This is an optimization exercise on Yosys and OpenROAD, whose aim is small area and a short achievable clock period, not a production implementation. The RTL was checked by simulation tests, not by an equivalence proof against the original design. Power and IR drop assume default switching activity.

## pine
## gb80_cpu
module gb80_cpu(
   F_data, A_data, instruction, IF_data,
   IE_data, regs_data, mem_we_l, mem_re_l, halt, debug_halt,
   cpu_addr_out, data_out,
   data_in,
   IF_in, IE_in, IF_load, IE_load, cpu_mem_disable, clock, reset,
   bp_addr, bp_step, bp_continue, ext_halt
   );
   output wire [15:0] cpu_addr_out;
   output wire [7:0]  data_out;
   input [7:0]        data_in;
   output wire [7:0] F_data;
   output wire [7:0] A_data, instruction;
   output wire [79:0] regs_data;
   output wire [4:0] IF_data, IE_data;
   output wire  mem_we_l, mem_re_l;
   output wire  halt;
   output wire  debug_halt;
   input [4:0]  IF_in, IE_in;
   input        IF_load, IE_load;
   input        cpu_mem_disable;
   input        clock, reset, ext_halt;
   input [15:0] bp_addr;
   input        bp_step, bp_continue;
   parameter
     F_Z = 3, F_N = 2, F_H = 1, F_C = 0,
     I_HILO = 4, I_SERIAL = 3, I_TIMA = 2, I_LCDC = 1, I_VBLANK = 0;
   wire [15:0]  addr_bus;
   wire [7:0]   data_bus;
   wire         bp_pc;
   assign bp_pc = regs_data[15:0] == bp_addr;
   wire        addr_buf_load_ext, addr_buf_write_ext;
   wire        data_buf_load_ext, data_buf_write_ext;
   wire [7:0]   data_ext_out, data_ext_in;
   wire [15:0]  addr_ext_out, addr_ext_in;
	assign cpu_addr_out = addr_ext_out; 
   wire         high_mem = (16'hff80 <= addr_ext_out) & 
                (addr_ext_out <= 16'hfffe); 
   wire         bp_hit;
   wire         kill = ext_halt | bp_hit;
   wire [7:0]   high_mem_rdata;
   assign data_ext_in = (high_mem) ? high_mem_rdata :
                        (cpu_mem_disable) ? 8'h0 : data_in;
   assign addr_ext_in = 16'h0;
   assign data_out = data_ext_out;
   hram #(127) high_mmmod(.rdata(high_mem_rdata),
                          .wdata(data_ext_out),
                          .addr(addr_ext_out[6:0]),
                          .mem_we(addr_buf_write_ext & data_buf_write_ext &
                                  high_mem & ~ext_halt),
                          .reset(reset),
                          .clock(clock));
   wire [7:0]    temp1_data, temp0_data;
   wire [4:0]   IF_in_l, IE_in_l;
   wire         IME_data;
   wire         IE_load_l;
   reg [4:0]   interrupt_mask;  
  ...
Settings: LEC_CHECK=0, CAP_MARGIN=20, CORE_MARGIN=2, CORE_UTILIZATION=40, PLACE_DENSITY=0.55, SETUP_SLACK_MARGIN=5.0, SLEW_MARGIN=20; clock period 10.0 ns.
run.sh (not shown) runs the stock make flow with config.mk's settings and CLKGATE_MAP_FILE= SYNTH_SCRIPT=/design/flow/synth_recipe.tcl, a recipe that flattens the netlist after the stock synthesis.
Inputs modified between pine and cedar:
Settings: swapping 5.0 for 4.0 in SETUP_SLACK_MARGIN.
## What came out
Number of enable flip-flop cells after synthesis: pine vs cedar — no meaningful difference. Lower met1 track demand over resource in global routing was reported by pine, not cedar. Core util | cedar vs pine | cedar lower. cedar went all the way through the flow, and no timing, DRC or antenna check failed. pine: done, clean on timing, DRC and antenna. | setup slack | cedar vs pine | worse |. cedar falls short of pine in clock power. A launch point of the critical path of gb80_decode.cycle[0]$_DFFE_PP0N_ is what cedar shows, while bp_addr[1] belongs to pine. Power share of the clock group in cedar is 1.8 points higher than in pine. Changes observed in cedar relative to pine: fmax dropped 14 MHz, wire length of the first global-routing pass dropped 3500 um. pine vs cedar, termination of the worst setup path: halt vs gb80_decode.cw[4]$_DFFE_PP0N_.

* * *

Another version of the RTL of gb80_cpu (not shown whole).
Size in the first run: roughly 5800 cells after synthesis, ~1400 flip-flops, ~180 I/O pins, ~67000 µm² of cells after synthesis.
// gb80_cpu
module gb80_cpu(
   F_data, A_data, instruction, IF_data,
   IE_data, regs_data, mem_we_l, mem_re_l, halt, debug_halt,
   cpu_addr_out, data_out,
   data_in,
   IF_in, IE_in, IF_load, IE_load, cpu_mem_disable, clock, reset,
   bp_addr, bp_step, bp_continue, ext_halt
   );
   output wire [15:0] cpu_addr_out;
   output wire [7:0]  data_out;
   input [7:0]        data_in;
   output wire [7:0] F_data;
   output wire [7:0] A_data, instruction;
   output wire [79:0] regs_data;
   output wire [4:0] IF_data, IE_data;
   output wire  mem_we_l, mem_re_l;
   output wire  halt;
   output wire  debug_halt;
   input [4:0]  IF_in, IE_in;
   input        IF_load, IE_load;
   input        cpu_mem_disable;
   input        clock, reset, ext_halt;
   input [15:0] bp_addr;
   input        bp_step, bp_continue;
   parameter
     F_Z = 3, F_N = 2, F_H = 1, F_C = 0,
     I_HILO = 4, I_SERIAL = 3, I_TIMA = 2, I_LCDC = 1, I_VBLANK = 0;
   wire [15:0]  addr_bus;
   wire [7:0]   data_bus;
   wire         bp_pc;
   assign bp_pc = regs_data[15:0] == bp_addr;
  ...
export LEC_CHECK = 0
export CAP_MARGIN = 20
export CORE_MARGIN = 2
export CORE_UTILIZATION = 40
export PLACE_DENSITY = 0.55
export SETUP_SLACK_MARGIN = 4.0
export SLEW_MARGIN = 20
create_clock -name core_clock -period 10.0 [get_ports {clock}]
The baseline ran to the end with no violations.
Then changed:
--- a/flow/config.mk
+++ b/flow/config.mk
@@ -10,4 +10,4 @@
 export CORE_UTILIZATION = 40
 export PLACE_DENSITY = 0.55
-export SETUP_SLACK_MARGIN = 4.0
+export SETUP_SLACK_MARGIN = 5.0
 export SLEW_MARGIN = 20
After rerunning: Count of clock-buffer cells in the layout grows by 4; cell count climbs by 2.2%; power climbs by 9.2%; routed wire length went up by 3.9%; sequential cell count does not change.

[re-timing with driven ports]
Ports are ideal in the flow. The routed layouts listed here were re-timed in OpenROAD. Step 1 (the two cells are an assumption about what drives the block):
set clk [get_ports {clock}]
set_driving_cell -lib_cell sky130_fd_sc_hd__clkbuf_16 $clk
set_driving_cell -lib_cell sky130_fd_sc_hd__buf_2 [delete_from_list [all_inputs] $clk]
Step 2 adds t to the input delays and takes it off the output delays; t is the mean of the earliest and latest rising clock arrival at the registers after step 1. Input paths then give back, and output paths get back, about the clock's delay inside the block. a / b / c = ideal / step 1 / step 2; a / b = the first two.
run | shift t [ns] | setup slack, ns | worst hold slack (ns) | worst setup path after step 2
pine | 0.854 | 4.439 / 4.407 / 4.333 | 0.453 / 0.453 / 0.453 | input to register
cedar | 0.880 | 3.955 / 3.955 / 3.955 | 0.453 / 0.453 / 0.453 | register to register
the first run of note 2 | 0.845 | 3.956 / 3.956 / 3.956 | 0.455 / 0.455 / 0.455 | register to register
the second run of note 2 | 0.861 | 4.279 / 4.279 / 4.279 | 0.455 / 0.455 / 0.455 | register to register
After both steps setup and hold are still met in every run listed. The setup slack of pine, which loses most, moves by -0.032 ns with the drivers and by -0.106 ns with both steps.
